This design comes from an exercise in tuning for small area on the open sky130 flow, not from production work.
Function was checked by simulation only, so behaviour that the tests miss may differ from the original.
The clock port is modelled as an ideal driver, which makes a skipped or thinned clock tree look cheaper than it is; a real chip needs a root buffer or a tree.
Power and IR drop assume default switching activity.

==> 09-03 <==
==> flow/design.v <==
`timescale 1ns / 1ps
module MultTop_seq(input wire clk, input wire reset, input wire m_enable,
                   input wire [7:0] a, input wire [7:0] b,
                   output wire [3:0] an, output wire [7:0] seg);
    reg  [3:0]  mc;
    reg         rv;       
    reg  [7:0]  ar;       
    reg  [15:0] p;        
    wire m_idle = (mc == 4'd0);
    wire m_done = (mc == 4'd5);
    wire m_first = (mc == 4'd1);
    wire [7:0] addend = ar & {8{p[0]}};
    wire [8:0] cy;
    wire [7:0] sm;
    assign cy[0] = 1'b0;
    genvar gi;
    generate for (gi = 0; gi < 8; gi = gi + 1) begin : rca
        assign sm[gi] = p[8+gi] ^ addend[gi] ^ cy[gi];
        assign cy[gi+1] = (p[8+gi] & addend[gi]) | (cy[gi] & (p[8+gi] ^ addend[gi]));
    end endgenerate
    wire [8:0] sum = {cy[8], sm};
    reg  [1:0]  ph;
    reg  [3:0]  ix;
    wire ph_a = (ph == 2'd1);
    wire ph_s = (ph == 2'd3);
    wire ix0 = (ix == 4'd0);
    wire ix15 = (ix == 4'd15);
    reg  [15:0] cp;       
    reg  [15:0] l;        
    wire c_idle = ~ph[0];
    reg         cz;       
    wire diff = cz ? (p != 16'd0) : (p != cp);
    wire cp_load = m_idle & rv & diff & (c_idle | (m_enable & ph_s & ix15));
    wire start = c_idle & rv & (m_first | diff);
    wire step = ph_s;
    wire clr = reset | (ph_s & ix0);
    wire sbit = cp[~ix] & ~reset;
    wire [15:0] li = clr ? 16'd0 : l;
    function [3:0] add3(input [3:0] d);
        add3 = {d[3] | (d[2] & (d[1] | d[0])),
                (d[3] & d[0]) | (d[2] & ~d[1] & ~d[0]),
                (d[3] & ~d[0]) | (~d[2] & d[1]) | (d[1] & d[0]),
                (d[3] & ~d[0]) | (~d[3] & ~d[2] & d[0]) | (d[2] & d[1] & ~d[0])};
    endfunction
    wire [15:0] la = {add3(li[15:12]), add3(li[11:8]), add3(li[7:4]), add3(li[3:0])};
    always @(posedge clk) begin
        if (reset) mc <= 4'd0;
        else if (m_idle) mc <= {3'd0, m_enable};
        else if (m_done) mc <= 4'd0;
        else mc <= {mc[2:0], mc[3] ^ mc[2] ^ ~|mc[2:0]};
    end
    always @(posedge clk) begin
        if (reset) rv <= 1'b0;
        else if (m_done) rv <= 1'b1;
        else if (m_first) rv <= 1'b0;
        else if (m_idle & m_enable) rv <= rv & diff & ph_s & ix15;
    end
    always @(posedge clk) begin
        if (m_idle) begin
            ar <= a;
            if (m_enable) p <= {8'd0, b};
        end else if (!m_done) begin
            p <= {sum, p[7:1]};
        end
    end
    always @(posedge clk) begin
        if (reset) begin
            ph <= 2'd0;
            ix <= 4'd0;
        end else begin
            if (c_idle) ph <= {1'b0, start};
            else if (ix15) ph <= {1'b1, ~ph[1]};
            if (ph[0]) ix <= ix + 4'd1;
        end
    end
    always @(posedge clk) begin
        if (cp_load) cp <= p;
        if (reset) cz <= 1'b1;
        else if (cp_load) cz <= 1'b0;
    end
    always @(posedge clk) begin
        if (step | reset) l <= {la[14:0], sbit};
    end
    reg [9:0] lo;
    reg [1:0] sel;
    reg       q;
    wire z9 = ~|lo[8:0];
    wire lend = lo[9] & z9;
    always @(posedge clk or posedge reset) begin
        if (reset) lo <= 10'd0;
        else lo <= {lo[8:0], lo[9] ^ lo[6] ^ z9};
    end
    wire sw = q | (lend & ~(&sel));
    wire [1:0] sel_n = reset ? 2'd0 : sel + {1'b0, sw};
    always @(posedge clk) begin
        sel <= sel_n;
        q <= lend & (&sel);
    end
    reg [3:0] d;
    reg [3:0] sv;
    wire capm = ph_a & ~ix0;
    wire holdm = ph[1];
    wire [1:0] idx = sel + {1'b0, sw | capm};
    reg [3:0] mx;
    always @(*) begin
        case (idx)
            2'd0: mx = l[3:0];
            2'd1: mx = l[7:4];
            2'd2: mx = l[11:8];
            default: mx = l[15:12];
        endcase
    end
    always @(posedge clk) begin
        if (capm) sv <= mx;
        if (reset) d <= 4'd0;
        else if (holdm) begin
            if (sw) d <= sv;
        end else if (sw | ~capm) d <= mx;
    end
    function [7:0] segdec(input [3:0] v);
        reg p7;
        begin
            p7 = ~v[1] & ~v[3] & (v[2] ^ v[0]);
            segdec = {p7,
                      v[2] & (v[1] ^ v[0]),
                      v[1] & ~v[2] & ~v[0],
                      p7 | (v[2] & v[1] & v[0]),
                      v[0] | (v[2] & ~v[1]),
                      ~v[3] & ((v[1] & v[0]) | (~v[2] & (v[1] | v[0]))),
                      ~v[3] & (v[2] ? (v[1] & v[0]) : ~v[1]),
                      ~(v[3] & (v[2] | v[1]))};
        end
    endfunction
    assign seg = segdec(d);
    assign an = ~(4'd1 << sel);
endmodule
==> flow/flow/run.sh <==
#!/bin/bash
set -euo pipefail
W=$PWD
{ head -n 1 synth_recipe.tcl; cat flow/abc_override.tcl; tail -n +2 synth_recipe.tcl; } > my_synth.tcl
sed "s#SYNTH_SCRIPT=[^ ]*#SYNTH_SCRIPT=$W/my_synth.tcl#" standard.sh > my_standard.sh
grep -q "SYNTH_SCRIPT=$W/my_synth.tcl" my_standard.sh
export MY_ABC_SCRIPT=$W/flow/area.abc
export BUFFER_PORTS_ARGS="-buffer_cell sky130_fd_sc_hd__buf_1"
export PRE_CTS_TCL=$W/flow/pre_cts.tcl
export MY_NBUF=8
export MY_BUFCELL=sky130_fd_sc_hd__clkbuf_4
export MY_ROOT=sky130_fd_sc_hd__clkbuf_8
bash my_standard.sh > standard.log 2>&1
==> flow/flow/abc_override.tcl <==
# Map the combinational logic with an area-oriented ABC script (flow/area.abc)
# instead of ORFS's speed script; the flip-flops are mapped before ABC runs
# and are not touched by it.
proc abc {args} {
  set i [lsearch -exact $args -script]
  if {$i >= 0} {
    set args [lreplace $args [expr {$i + 1}] [expr {$i + 1}] $::env(MY_ABC_SCRIPT)]
  }
  puts "abc with script $::env(MY_ABC_SCRIPT)"
  yosys abc {*}$args
}
==> flow/flow/area.abc <==
&get -n
&st
&dch -f
&nf -R 1000 -F 8 -A 4
&put
==> flow/flow/pre_cts.tcl <==
# Clock tree by hand: the clock port drives MY_NBUF clock buffers (a power
# of two), each driving the flip-flops of one region of the placement,
# regions found by recursive bisection at the median.
set nbuf $::env(MY_NBUF)
set bufcell $::env(MY_BUFCELL)
set block [ord::get_db_block]
set db [ord::get_db]
set clk_net [$block findNet clk]
set master [$db findMaster $bufcell]
set items {}
foreach it [$clk_net getITerms] {
  set loc [[$it getInst] getLocation]
  lappend items [list [lindex $loc 0] [lindex $loc 1] $it]
}
proc bisect {items n} {
  if {$n <= 1} { return [list $items] }
  set xs [lsort -integer [lmap e $items {lindex $e 0}]]
  set ys [lsort -integer [lmap e $items {lindex $e 1}]]
  set dx [expr {[lindex $xs end] - [lindex $xs 0]}]
  set dy [expr {[lindex $ys end] - [lindex $ys 0]}]
  set idx [expr {$dx >= $dy ? 0 : 1}]
  set sorted [lsort -integer -index $idx $items]
  set half [expr {[llength $sorted] / 2}]
  set a [lrange $sorted 0 [expr {$half - 1}]]
  set b [lrange $sorted $half end]
  set m [expr {$n / 2}]
  return [concat [bisect $a $m] [bisect $b $m]]
}
set groups [bisect $items $nbuf]
# optional root buffer between the clock port and the leaf buffers
set root_net $clk_net
if {[info exists ::env(MY_ROOT)] && $::env(MY_ROOT) ne ""} {
  set rinst [odb::dbInst_create $block [$db findMaster $::env(MY_ROOT)] "clkbuf_man_root"]
  set root_net [odb::dbNet_create $block "clknet_man_root"]
  $root_net setSigType CLOCK
  [$rinst findITerm A] connect $clk_net
  [$rinst findITerm X] connect $root_net
  set rx 0; set ry 0
  foreach e $items { set rx [expr {$rx + [lindex $e 0]}]; set ry [expr {$ry + [lindex $e 1]}] }
  $rinst setLocation [expr {$rx / [llength $items]}] [expr {$ry / [llength $items]}]
  $rinst setPlacementStatus PLACED
}
set b 0
foreach grp $groups {
  set inst [odb::dbInst_create $block $master "clkbuf_man_$b"]
  set net [odb::dbNet_create $block "clknet_man_$b"]
  $net setSigType CLOCK
  set sx 0; set sy 0
  foreach e $grp {
    set it [lindex $e 2]
    $it disconnect
    $it connect $net
    set sx [expr {$sx + [lindex $e 0]}]
    set sy [expr {$sy + [lindex $e 1]}]
  }
  set cx [expr {$sx / [llength $grp]}]
  set cy [expr {$sy / [llength $grp]}]
  [$inst findITerm A] connect $root_net
  [$inst findITerm X] connect $net
  $inst setLocation $cx $cy
  $inst setPlacementStatus PLACED
  puts "manual clock buffer $b: [llength $grp] sinks at $cx $cy"
  incr b
}
detailed_placement
# the tree is complete: make clock_tree_synthesis only propagate the clock
rename clock_tree_synthesis orig_clock_tree_synthesis
proc clock_tree_synthesis {args} {
  puts "clock tree built by hand"
  set_propagated_clock [all_clocks]
}
==> flow/standard.sh <==
#!/bin/bash
# synth_recipe.tcl (not shown) runs the flow's synth.tcl, then flattens the netlist and writes it again
# the make line also repeats each setting of config.mk as NAME=value (left out here)
make -C /OpenROAD-flow-scripts/flow DESIGN_CONFIG=/design/flow/config.mk WORK_HOME=/design/flow/orfs CLKGATE_MAP_FILE= SYNTH_SCRIPT=/design/flow/synth_recipe.tcl "${@:-finish}"
==> flow/config.mk <==
export PLATFORM = sky130hd
export DESIGN_NAME = MultTop_seq
export DESIGN_NICKNAME = MultTop_seq
export VERILOG_FILES = /design/flow/design.v
export SDC_FILE = /design/flow/constraint.sdc
export NUM_CORES = 4
export LEC_CHECK = 0
export CAP_MARGIN = 0
export CORE_MARGIN = 2
export CORE_UTILIZATION = 70
export PLACE_DENSITY = 0.85
export SLEW_MARGIN = 0
==> flow/constraint.sdc <==
create_clock -name core_clock -period 10.0 [get_ports {clk}]
set_input_delay 2.0000 -clock core_clock [delete_from_list [all_inputs] [get_ports {clk}]]
set_output_delay 2.0000 -clock core_clock [all_outputs]
set_load 0.01 [all_outputs]
==> inputs of 03-15, as changes to 09-03 <==
--- a/flow/design.v
+++ b/flow/design.v
@@ -21,18 +21,17 @@
     wire [8:0] sum = {cy[8], sm};
-    reg  [1:0]  ph;
-    reg  [3:0]  ix;
-    wire ph_a = (ph == 2'd1);
-    wire ph_s = (ph == 2'd3);
-    wire ix0 = (ix == 4'd0);
-    wire ix15 = (ix == 4'd15);
+    reg  [5:0]  cn;
+    wire busy = cn[5];
+    wire c_idle = ~busy;
+    wire lastc = busy & (&cn[4:0]);
+    wire cn_b = ~busy & cn[0];           
+    wire cn_0 = ~busy & ~cn[1] & ~cn[0];
     reg  [15:0] cp;       
     reg  [15:0] l;        
-    wire c_idle = ~ph[0];
+    reg         lt;
     reg         cz;       
     wire diff = cz ? (p != 16'd0) : (p != cp);
-    wire cp_load = m_idle & rv & diff & (c_idle | (m_enable & ph_s & ix15));
+    wire cp_load = m_idle & rv & diff & (c_idle | (m_enable & lastc));
     wire start = c_idle & rv & (m_first | diff);
-    wire step = ph_s;
-    wire clr = reset | (ph_s & ix0);
-    wire sbit = cp[~ix] & ~reset;
+    wire clr = reset | (busy & ~|cn[4:0]);
+    wire sbit = cp[~cn[4:1]] & ~reset;
     wire [15:0] li = clr ? 16'd0 : l;
@@ -44,3 +43,7 @@
     endfunction
-    wire [15:0] la = {add3(li[15:12]), add3(li[11:8]), add3(li[7:4]), add3(li[3:0])};
+    wire [3:0] a_hi = add3(li[15:12]);
+    wire [3:0] a_lo = add3(li[11:8]);
+    wire [3:0] a_3 = add3(li[7:4]);
+    wire cin = cn[0] ? sbit : a_3[3];
+    wire [15:0] ln = {li[7:0], a_hi[2:0], a_lo[3], a_lo[2:0], cin};
     always @(posedge clk) begin
@@ -55,3 +58,3 @@
         else if (m_first) rv <= 1'b0;
-        else if (m_idle & m_enable) rv <= rv & diff & ph_s & ix15;
+        else if (m_idle & m_enable) rv <= rv & diff & lastc;
     end
@@ -66,10 +69,6 @@
     always @(posedge clk) begin
-        if (reset) begin
-            ph <= 2'd0;
-            ix <= 4'd0;
-        end else begin
-            if (c_idle) ph <= {1'b0, start};
-            else if (ix15) ph <= {1'b1, ~ph[1]};
-            if (ph[0]) ix <= ix + 4'd1;
-        end
+        if (reset) cn <= 6'd0;
+        else if (c_idle) cn <= start ? 6'd32 : {4'd0, cn[0], 1'b0};
+        else if (lastc) cn <= 6'd1;
+        else cn <= cn + 6'd1;
     end
@@ -81,3 +80,5 @@
     always @(posedge clk) begin
-        if (step | reset) l <= {la[14:0], sbit};
+        l[15:8] <= ln[15:8];
+        l[7:0] <= (busy | reset) ? ln[7:0] : l[15:8];
+        lt <= reset ? 1'b0 : busy ? ~cn[0] : ~lt;
     end
@@ -100,5 +101,6 @@
     reg [3:0] sv;
-    wire capm = ph_a & ~ix0;
-    wire holdm = ph[1];
-    wire [1:0] idx = sel + {1'b0, sw | capm};
+    wire cap0 = cn_0 & start;
+    wire capm = cn_b | cap0;
+    wire holdm = cn_b | (busy & (|cn[4:0]));
+    wire [1:0] idx = sel + {lt, sw | capm};
     reg [3:0] mx;
@@ -117,3 +119,3 @@
             if (sw) d <= sv;
-        end else if (sw | ~capm) d <= mx;
+        end else if (sw | ~cap0) d <= mx;
     end
--- a/flow/flow/run.sh
+++ b/flow/flow/run.sh
@@ -10,4 +10,4 @@
 export MY_NBUF=8
-export MY_BUFCELL=sky130_fd_sc_hd__clkbuf_4
-export MY_ROOT=sky130_fd_sc_hd__clkbuf_8
+export MY_BUFCELL=sky130_fd_sc_hd__inv_6
+export MY_ROOT=sky130_fd_sc_hd__inv_2
 bash my_standard.sh > standard.log 2>&1
==> flow/flow/area.abc (replaced) <==
&get -n
&st
&dch -f
&nf -R 1000 -F 20 -A 20 -C 32
&put
--- a/flow/flow/pre_cts.tcl
+++ b/flow/flow/pre_cts.tcl
@@ -9,2 +9,8 @@
 set master [$db findMaster $bufcell]
+# the output pin of a buffer or inverter cell
+proc out_pin {m} {
+  foreach mt [$m getMTerms] {
+    if {[$mt getIoType] eq "OUTPUT"} { return [$mt getName] }
+  }
+}
 set items {}
@@ -36,3 +42,3 @@
   [$rinst findITerm A] connect $clk_net
-  [$rinst findITerm X] connect $root_net
+  [$rinst findITerm [out_pin [$db findMaster $::env(MY_ROOT)]]] connect $root_net
   set rx 0; set ry 0
@@ -58,3 +64,3 @@
   [$inst findITerm A] connect $root_net
-  [$inst findITerm X] connect $net
+  [$inst findITerm [out_pin $master]] connect $net
   $inst setLocation $cx $cy
@@ -71 +77,6 @@
 }
+# the hand-built tree may use inverter pairs; keep them as built
+rename repair_clock_inverters orig_repair_clock_inverters
+proc repair_clock_inverters {args} {
+  puts "clock inverters kept as built"
+}
--- a/flow/config.mk
+++ b/flow/config.mk
@@ -7,6 +7,6 @@
 export LEC_CHECK = 0
-export CAP_MARGIN = 0
+export CAP_MARGIN = 20
 export CORE_MARGIN = 2
-export CORE_UTILIZATION = 70
-export PLACE_DENSITY = 0.85
-export SLEW_MARGIN = 0
+export CORE_UTILIZATION = 80
+export PLACE_DENSITY = 0.9
+export SLEW_MARGIN = 20
==> flow_summary.ini <==
[finish]
fin_nets = 433
inv_count = 21
seqCellArea_sq_mm = 0.002432

[timing]
relSlewSlack_pct = 49.91

[critical_path]
setup.worst_path.start = reset

[detailed_routing]
firstDrtPassIters = 4

[power]
pwr-share-clk_pct = 16.3

[cts]
clk_latency_ps = 350

[synth]
synth-simple-area-share_pct = 16.83
synth-xor-area-share_pct = 4.704

[outcome]
status = timing/DRC/antenna clean
(the above is from 09-03)
==> flow_summary.ini <==
[synth]
synth-simple-area-share_pct = 17.90
synth-xor-area-share_pct = 5.039

[critical_path]
cp_num_buf_inv = 0
setup.worst_path.start = p[0]$_DFFE_PP_

[finish]
fin_nets = 432
seqCellArea_sq_mm = 0.002292

[outcome]
status = timing/DRC/antenna clean

[detailed_routing]
firstDrtPassIters = 5

[cts]
clk_latency_ps = 410
clk_pin_slew_ps = 110

[power]
pwr-share-clk_pct = 17.9

[worst_hold_path]
hold_end = lo[8]$_DFF_PP0_

[timing]
worst_slack_ps = 5645
finClkSkew_ps = 17.32
(the above is from 03-15)
No run of this note takes its clock network from TritonCTS; it comes from the design's own scripts or RTL.

==> afterwards: timing with drivers on the ports <==
In the flow no input, the clock included, has a driving cell. The finished layouts below were timed again as built, in two steps.
Step 1 (the two cells are an assumption about what drives the block):
set clk [get_ports {clk}]
set_driving_cell -lib_cell sky130_fd_sc_hd__clkbuf_16 $clk
set_driving_cell -lib_cell sky130_fd_sc_hd__buf_2 [delete_from_list [all_inputs] $clk]
Step 2 adds t to the input delays and takes it off the output delays; t is the mean of the earliest and latest rising clock arrival at the registers after step 1. Input paths then give back, and output paths get back, about the clock's delay inside the block.
a / b / c = ideal ports / drivers / drivers and shift; a / b = the first two.
| run | t, ns | setup slack, ns | worst setup path at the end |
|---|---|---|---|
| 09-03 | 0.372 | 5.997 / 5.995 / 5.623 | input to register |
| 03-15 | 0.434 | 5.645 / 5.645 / 5.645 | register to register |
After both steps every run listed still meets setup and hold. For 09-03, which loses most, drivers alone change the setup slack by -0.002 ns; drivers and shift together by -0.374 ns.
